This design comes from an exercise in tuning for small area, a short achievable clock period and few clock cycles on the open sky130 flow, not from production work.
RTL that was checked went through simulation tests only; none was proved equivalent to the original.

Design EUCLIDs_GCD, start of the top module:
module EUCLIDs_GCD #(parameter N = 32)(
    input [N-1:0] a,
    input [N-1:0] b,
    input clk,
    input rst,
    input start,
    output [N-1:0] out,
    output reg done
);
    localparam W = N + 1;
    reg [N-1:0] u;
    reg [W-1:0] v;
    reg [4:0] k;
    reg run, fin;
    assign out = u;
    wire ue    = ~u[0];
    wire ve    = ~v[0];
    wire sv    = v[W-1];
    wire strip = ue & ve;            
    wire swp0  = ue & ~ve;           
    wire [W-1:1] x  = swp0 ? {N{1'b0}} : v[W-1:1];
    wire [W-1:1] ye = ve ? {N{1'b1}} : sv ? {1'b0, u[N-1:1]} : ~{1'b0, u[N-1:1]};
    wire [N-1:0] p = x ^ ye;         
    wire [N-1:0] g = x & ye;
    localparam L = 5;                
    wire [N-1:0] gl [0:L];
    wire [N-1:0] pl [0:L];
    assign gl[0] = g;
    assign pl[0] = p;
    genvar lv, i;
    generate for (lv = 0; lv < L; lv = lv + 1) begin : lvl
        for (i = 0; i < N; i = i + 1) begin : bt
            if ((i >> lv) & 1) begin : op
                assign gl[lv+1][i] = gl[lv][i] | (pl[lv][i] & gl[lv][((i >> lv) << lv) - 1]);
                assign pl[lv+1][i] = pl[lv][i] & pl[lv][((i >> lv) << lv) - 1];
            end else begin : pass
                assign gl[lv+1][i] = gl[lv][i];
                assign pl[lv+1][i] = pl[lv][i];
            end
        end
    end endgenerate
    wire [N-1:0] G = gl[L];
    wire [N-1:0] P = pl[L];
    wire [N-1:0] c = {G[N-2:0] | P[N-2:0], 1'b1};    
    wire [W-1:1] w = p ^ c;                          
    wire term = P[N-1] & ~swp0;
    wire swap = (w[W-1] ^ sv) | swp0;
    wire s1 = strip | ~p[0];
    wire s2 = ~s1 & ~p[1];
    wire s3 = ~s1 & p[1] & ~p[2];
    wire s4 = ~s1 & p[1] & p[2];
    wire [W-1:0] vn = ({W{s1}} & {{1{w[W-1]}}, w[W-1:1]}) | ({W{s2}} & {{2{w[W-1]}}, w[W-1:2]}) |
  ...
Size in the first run: about 800 cells after synthesis.
clock: 6.0 ns
lec_check: 0
cap_margin: 20
core_margin: 2
core_utilization: 40
cts_buf_list: sky130_fd_sc_hd__clkbuf_8
cts_cluster_size: 20
setup_slack_margin: 2.5
slew_margin: 20
standard.sh (not shown) runs the stock make flow with config.mk's settings and CLKGATE_MAP_FILE= SYNTH_SCRIPT=/design/flow/synth_recipe.tcl, a recipe that flattens the netlist after the stock synthesis.
==> flow/flow/run.sh <==
#!/bin/bash
set -euo pipefail
export BUFFER_PORTS_ARGS="-buffer_cell sky130_fd_sc_hd__buf_1"
bash standard.sh finish > standard.log 2>&1
The starting point finished clean.
Testbench counts at the start, summed over its fixed seeds: cycles 40,805.
Rerun with:
--- a/flow/config.mk
+++ b/flow/config.mk
@@ -9,5 +9,4 @@
 export CORE_MARGIN = 2
-export CORE_UTILIZATION = 40
-export CTS_BUF_LIST = sky130_fd_sc_hd__clkbuf_8
-export CTS_CLUSTER_SIZE = 20
+export CORE_UTILIZATION = 60
+export GPL_TIMING_DRIVEN = 1
 export SETUP_SLACK_MARGIN = 2.5
=> Worst hold slack got worse by 0.018 ns; first-iteration DRC count rose by a few percent; flip-flop and latch count stays the same; register-to-register slack got worse by 0.05 ns; cell area fell by a few percent; wire length fell slightly; count of clock-buffer cells in the layout fell by 1; worst setup slack got worse by 0.046 ns.

* * *

Setup of red:
EUCLIDs_GCD again, from the RTL that the note above started with.
clock: 6.0 ns
lec_check: 0
cap_margin: 20
core_margin: 2
core_utilization: 40
setup_slack_margin: 1.5
slew_margin: 20
Scripts as last shown in full above: flow/flow/run.sh
Testbench counts of red, summed over its fixed seeds: cycles 40,805.
Here is what was changed in the inputs of blue compared with red.
- a change of SETUP_SLACK_MARGIN from 1.5 to 3.0
==> comparison <==
Portion of the layout cell area used by clock cells, blue and red: lower on blue. On blue: count of multi-input gates is about 0.6% higher than what red gave. Compared blue against red; combined flip-flop and latch cell area within noise. blue vs red: non-clock buffer instance count of the final layout up by more than half. blue against red: met3 track demand over resource climbed 1.9 points, wire length of the first global-routing pass climbed 4.7 mm, relative area change from synthesis to final layout climbed 31 points.

* * *

The RTL this note starts from:
==> flow/design.v <==
`timescale 1ns / 1ps
module EUCLIDs_GCD #(parameter N = 32)(
    input [N-1:0] a,
    input [N-1:0] b,
    input clk,
    input rst,
    input start,
    output [N-1:0] out,
    output reg done
);
    reg [N-1:0] u, v;
    reg [4:0] k;
    reg run, fin;
    assign out = u;
    wire ue    = ~u[0];
    wire ve    = ~v[0];
    wire strip = ue & ve;
    wire swp0  = ue & ~ve;           
    wire [N-1:0] x = swp0 ? {N{1'b0}} : v;
    wire [N-1:0] y = ve   ? {N{1'b0}} : u;
    wire [N-1:0] p = x ^ ~y;
    wire [N-1:0] g = x & ~y;
    wire [N-1:0] G, P;
    localparam L = $clog2(N);
    wire [N-1:0] gl [0:L];
    wire [N-1:0] pl [0:L];
    assign gl[0] = g;
    assign pl[0] = p;
    genvar lv, i;
    generate for (lv = 0; lv < L; lv = lv + 1) begin : lvl
        for (i = 0; i < N; i = i + 1) begin : bit_
            if ((i >> lv) & 1) begin : op
                assign gl[lv+1][i] = gl[lv][i] | (pl[lv][i] & gl[lv][((i >> lv) << lv) - 1]);
                assign pl[lv+1][i] = pl[lv][i] & pl[lv][((i >> lv) << lv) - 1];
            end else begin : pass
                assign gl[lv+1][i] = gl[lv][i];
                assign pl[lv+1][i] = pl[lv][i];
            end
        end
    end endgenerate
    assign G = gl[L];
    assign P = pl[L];
    wire [N:0] c1 = {G | P, 1'b1};
    wire [N:0] c0 = {G, 1'b0};
    wire neg = ~c1[N];
    wire term = P[N-1] & ~swp0;
    wire [N-1:0] m = neg ? ~(p ^ c0[N-1:0]) : (p ^ c1[N-1:0]);
    wire [2:0]   z  = x[3:1] ^ y[3:1];
    wire [N-1:0] vn = (strip | z[0]) ? {1'b0, m[N-1:1]} :
                      z[1]           ? {2'b0, m[N-1:2]} :
                                       {3'b0, m[N-1:3]};
    wire fin_now = (run & term) | fin;
    wire k_low = (k[4:1] == 4'd0);
    always @(posedge clk or posedge rst) begin
        if (rst) begin
            run  <= 1'b0;
            fin  <= 1'b0;
            done <= 1'b0;
        end else begin
            done <= 1'b0;
            if (fin_now) begin
                run <= 1'b0;
                fin <= ~k_low;
                done <= k_low;
            end else if (!run) begin
                run <= start;
            end
        end
    end
    always @(posedge clk) begin
        if (fin_now) begin
            if (k != 5'd0) begin
                u <= {u[N-2:0], 1'b0};
                k <= k - 5'd1;
            end
        end else if (run) begin
            v <= vn;
            if (neg | swp0)
                u <= v;
            else if (strip)
                u <= {1'b0, u[N-1:1]};
            if (strip)
                k <= k + 5'd1;
        end else begin
            u <= a;
            v <= b;
            k <= 5'd0;
        end
    end
endmodule
export LEC_CHECK = 0
export CAP_MARGIN = 20
export CORE_MARGIN = 2
export CORE_UTILIZATION = 40
export SETUP_SLACK_MARGIN = 3.0
export SLEW_MARGIN = 20
create_clock -name core_clock -period 6.0 [get_ports {clk}]
run.sh (not shown) runs the stock make flow with config.mk's settings and CLKGATE_MAP_FILE= SYNTH_SCRIPT=/design/flow/synth_recipe.tcl, a recipe that flattens the netlist after the stock synthesis.
Stock flow here: none of the scripts above is used.
==> next run, changes <==
- SETUP_SLACK_MARGIN: 3.0 -> 2.0
After rerunning:
- core utilization falls by 8.6 points
- routed wire length falls by 14%
- via count falls by 10%
- die area is unchanged
- final area falls by 13%
- first-iteration DRC count falls by 10%
No functional check of the RTL was part of any run of this note.

* * *

RTL: one of the versions met above, not the one the previous note started from.
Size: ~800 cells after synthesis, about 73 flip-flops, about 100 I/O pins, about 6500 sq um of cells after synthesis.
export LEC_CHECK = 0
export CAP_MARGIN = 20
export CORE_MARGIN = 2
export CORE_UTILIZATION = 70
export SETUP_SLACK_MARGIN = 2.5
export SLEW_MARGIN = 20
create_clock -name core_clock -period 6.0 [get_ports {clk}]
standard.sh (not shown) runs the stock make flow with config.mk's settings and CLKGATE_MAP_FILE= SYNTH_SCRIPT=/design/flow/synth_recipe.tcl, a recipe that flattens the netlist after the stock synthesis.
Scripts as last shown in full above: flow/flow/run.sh
Testbench counts at the start, summed over its fixed seeds: cycles 40,805.
==> next run, changes <==
--- a/flow/config.mk
+++ b/flow/config.mk
@@ -9,3 +9,3 @@
 export CORE_MARGIN = 2
-export CORE_UTILIZATION = 70
+export CORE_UTILIZATION = 40
 export SETUP_SLACK_MARGIN = 2.5
Effect: Design area fell by a few percent; die area rises by well over a third; via count fell by about a fifth; clock skew fell by 0.0088 ns; maximum frequency went up by roughly a tenth.

* * *

Another version of the RTL of EUCLIDs_GCD (not shown whole).
Size in the first run: about 860 cells after synthesis, about 100 I/O pins, ~6700 µm² of cells after synthesis.
export LEC_CHECK = 0
export CAP_MARGIN = 20
export CORE_MARGIN = 2
export CORE_UTILIZATION = 40
export SETUP_SLACK_MARGIN = 2.0
export SLEW_MARGIN = 20
create_clock -name core_clock -period 6.0 [get_ports {clk}]
run.sh (not shown) runs the stock make flow with config.mk's settings and CLKGATE_MAP_FILE= SYNTH_SCRIPT=/design/flow/synth_recipe.tcl, a recipe that flattens the netlist after the stock synthesis.
Stock flow here: none of the scripts above is used.
Testbench counts at the start, summed over its fixed seeds: cycles 43,190.
Change:
==> flow/flow/run.sh (new file) <==
#!/bin/bash
set -euo pipefail
export BUFFER_PORTS_ARGS="-buffer_cell sky130_fd_sc_hd__buf_1"
bash standard.sh finish > standard.log 2>&1
==> flow/standard.sh (new file) <==
#!/bin/bash
# synth_recipe.tcl (not shown) runs the flow's synth.tcl, then flattens the netlist and writes it again
# the make line also repeats each setting of config.mk as NAME=value (left out here)
make -C /OpenROAD-flow-scripts/flow DESIGN_CONFIG=/design/flow/config.mk WORK_HOME=/design/flow/orfs CLKGATE_MAP_FILE= SYNTH_SCRIPT=/design/flow/synth_recipe.tcl "${@:-finish}"
removed: flow/run.sh
The new run finished clean; critical path depth increases by 1; routed wire length hardly moves; clock-buffer cell count does not change; register-to-register slack improved by 0.02 ns; die area stays the same; global-route usage increases by 0.39 points; design area decreases by a little under a tenth; sequential cell count does not change.

* * *

run A:
EUCLIDs_GCD with an RTL version that a note above also has.
For scale: ~73 flip-flops.
Settings: LEC_CHECK=0, CAP_MARGIN=20, CORE_MARGIN=2, CORE_UTILIZATION=60, SETUP_SLACK_MARGIN=2.7, SLEW_MARGIN=20; clock period 6.0 ns.
standard.sh (not shown) runs the stock make flow with config.mk's settings and CLKGATE_MAP_FILE= SYNTH_SCRIPT=/design/flow/synth_recipe.tcl, a recipe that flattens the netlist after the stock synthesis.
==> flow/flow/run.sh <==
#!/bin/bash
set -euo pipefail
export BUFFER_PORTS_ARGS="-buffer_cell sky130_fd_sc_hd__buf_1"
bash standard.sh finish > standard.log 2>&1
Testbench counts of run A, summed over its fixed seeds: cycles 40,805.
Modified inputs, run B compared to run A
# run A
export LEC_CHECK = 0
export CAP_MARGIN = 20
export CORE_MARGIN = 2
export CORE_UTILIZATION = 60
export SETUP_SLACK_MARGIN = 2.7
export SLEW_MARGIN = 20
create_clock -name core_clock -period 6.0 [get_ports {clk}]
# run B
export LEC_CHECK = 0
export CAP_MARGIN = 20
export CORE_MARGIN = 2
export CORE_UTILIZATION = 40
export SETUP_SLACK_MARGIN = 2.0
export SLEW_MARGIN = 20
create_clock -name core_clock -period 6.0 [get_ports {clk}]
==> flow/run.sh (new file) <==
#!/bin/bash
# synth_recipe.tcl (not shown) runs the flow's synth.tcl, then flattens the netlist and writes it again
# the make line also repeats each setting of config.mk as NAME=value (left out here)
make -C /OpenROAD-flow-scripts/flow DESIGN_CONFIG=/design/flow/config.mk WORK_HOME=/design/flow/orfs CLKGATE_MAP_FILE= SYNTH_SCRIPT=/design/flow/synth_recipe.tcl finish
removed: flow/flow/run.sh
removed: flow/standard.sh
In summary, run B completed successfully, with a layout that passed the timing, design-rule and antenna checks. Portion of the clock cycle consumed by the worst path in the final layout: lower on run A. STATUS post-place setup slack: run B loses against run A. Run B ends up with a total via count after detailed routing that is about 8% lower than in run A. Changes observed in run B relative to run A: wire length after detailed routing fell 1.7 mm, slack of the critical path lower. Comparing cell count for run B and run A, the smaller number came from run A. Routed length per instance, run B vs run A: down by more than 10%. | core utilization | run B vs run A | 26 points lower |. Run B — routing usage on met1 18 points lower, run A as reference. Class of the tightest hold or removal check = flop to flop: run B; class of the tightest hold or removal check = input port to async pin: run A.
What run C does differently from run B at the input level:
# run B
export LEC_CHECK = 0
export CAP_MARGIN = 20
export CORE_MARGIN = 2
export CORE_UTILIZATION = 40
export SETUP_SLACK_MARGIN = 2.0
export SLEW_MARGIN = 20
create_clock -name core_clock -period 6.0 [get_ports {clk}]
# run C
export LEC_CHECK = 0
export CAP_MARGIN = 20
export CORE_MARGIN = 2
export CORE_UTILIZATION = 60
export SETUP_SLACK_MARGIN = 2.5
export SLEW_MARGIN = 20
create_clock -name core_clock -period 6.0 [get_ports {clk}]
==> flow/flow/run.sh (new file) <==
#!/bin/bash
set -euo pipefail
export BUFFER_PORTS_ARGS="-buffer_cell sky130_fd_sc_hd__buf_1"
bash standard.sh finish > standard.log 2>&1
==> flow/standard.sh (new file) <==
#!/bin/bash
# synth_recipe.tcl (not shown) runs the flow's synth.tcl, then flattens the netlist and writes it again
# the make line also repeats each setting of config.mk as NAME=value (left out here)
make -C /OpenROAD-flow-scripts/flow DESIGN_CONFIG=/design/flow/config.mk WORK_HOME=/design/flow/orfs CLKGATE_MAP_FILE= SYNTH_SCRIPT=/design/flow/synth_recipe.tcl "${@:-finish}"
removed: flow/run.sh
==> run summary <==
- Run C closes out successfully: all stages finished, all timing, DRC and antenna checks passed.
- Utilization ends up higher on run C.
- Compared with run B, run C ends up with a smaller final cell area.
Edits applied to the flow inputs when going from run C to run D:
# run C
export LEC_CHECK = 0
export CAP_MARGIN = 20
export CORE_MARGIN = 2
export CORE_UTILIZATION = 60
export SETUP_SLACK_MARGIN = 2.5
export SLEW_MARGIN = 20
create_clock -name core_clock -period 6.0 [get_ports {clk}]
# run D
export LEC_CHECK = 0
export CAP_MARGIN = 20
export CORE_MARGIN = 2
export CORE_UTILIZATION = 40
export SETUP_SLACK_MARGIN = 2.0
export SLEW_MARGIN = 20
create_clock -name core_clock -period 6.0 [get_ports {clk}]
Results
- From run C to run D the numbers moved as follows: count of plain and timing-repair buffers lost about 10%; fraction of met3 tracks used by global routing lost 1.7 points; net count of the finished layout lost 16.
- Delta (run D minus run C): fraction of layout instances using a drive strength above 1 fell 7.0 points.
- Remaining global-route overflow: run C vs run D identical
- | first-pass GRT wire length | lower: run C |

afterwards: timing with drivers on the ports:
Ports are ideal in the flow. The routed layouts listed here were re-timed in OpenROAD. Step 1, drivers: a clkbuf_16 drives clk and a buf_2 each remaining input, both assumed. Step 2 times the ports against the registers' clock, not the clock port: input delays grow and output delays shrink by t, the midpoint of the rising clock arrivals with the driver on. Three values: ideal, step 1, step 2; two values: the first two.
| run | t, ns | setup WS [ns] | pins driven straight from the clock port |
|---|---|---|---|
| the first run of note 1 | 0.405 | 2.489 / 2.489 / 2.489 | 1 |
| the second run of note 1 | 0.401 | 2.443 / 2.443 / 2.443 | 1 |
| red | 0.391 | 1.907 / 1.907 / 1.907 | 1 |
| blue | 0.390 | 2.638 / 2.638 / 2.638 | 1 |
| the first run of note 3 | 0.401 | 2.075 / 2.075 / 2.075 | 1 |
| the second run of note 3 | 0.394 | 1.930 / 1.930 / 1.930 | 1 |
| the first run of note 4 | 0.410 | 2.133 / 2.133 / 2.133 | 1 |
| the second run of note 4 | 0.385 | 2.467 / 2.467 / 2.467 | 1 |
| the first run of note 5 | 0.390 | 2.189 / 2.189 / 2.189 | 1 |
| the second run of note 5 | 0.390 | 2.207 / 2.207 / 2.207 | 1 |
| run A | 0.400 | 2.519 / 2.519 / 2.519 | 1 |
| run B | 0.382 | 2.148 / 2.148 / 2.148 | 1 |
| run C | 0.401 | 2.443 / 2.443 / 2.443 | 1 |
| run D | 0.379 | 2.205 / 2.205 / 2.205 | 1 |
After both steps setup and hold are still met in every run listed.
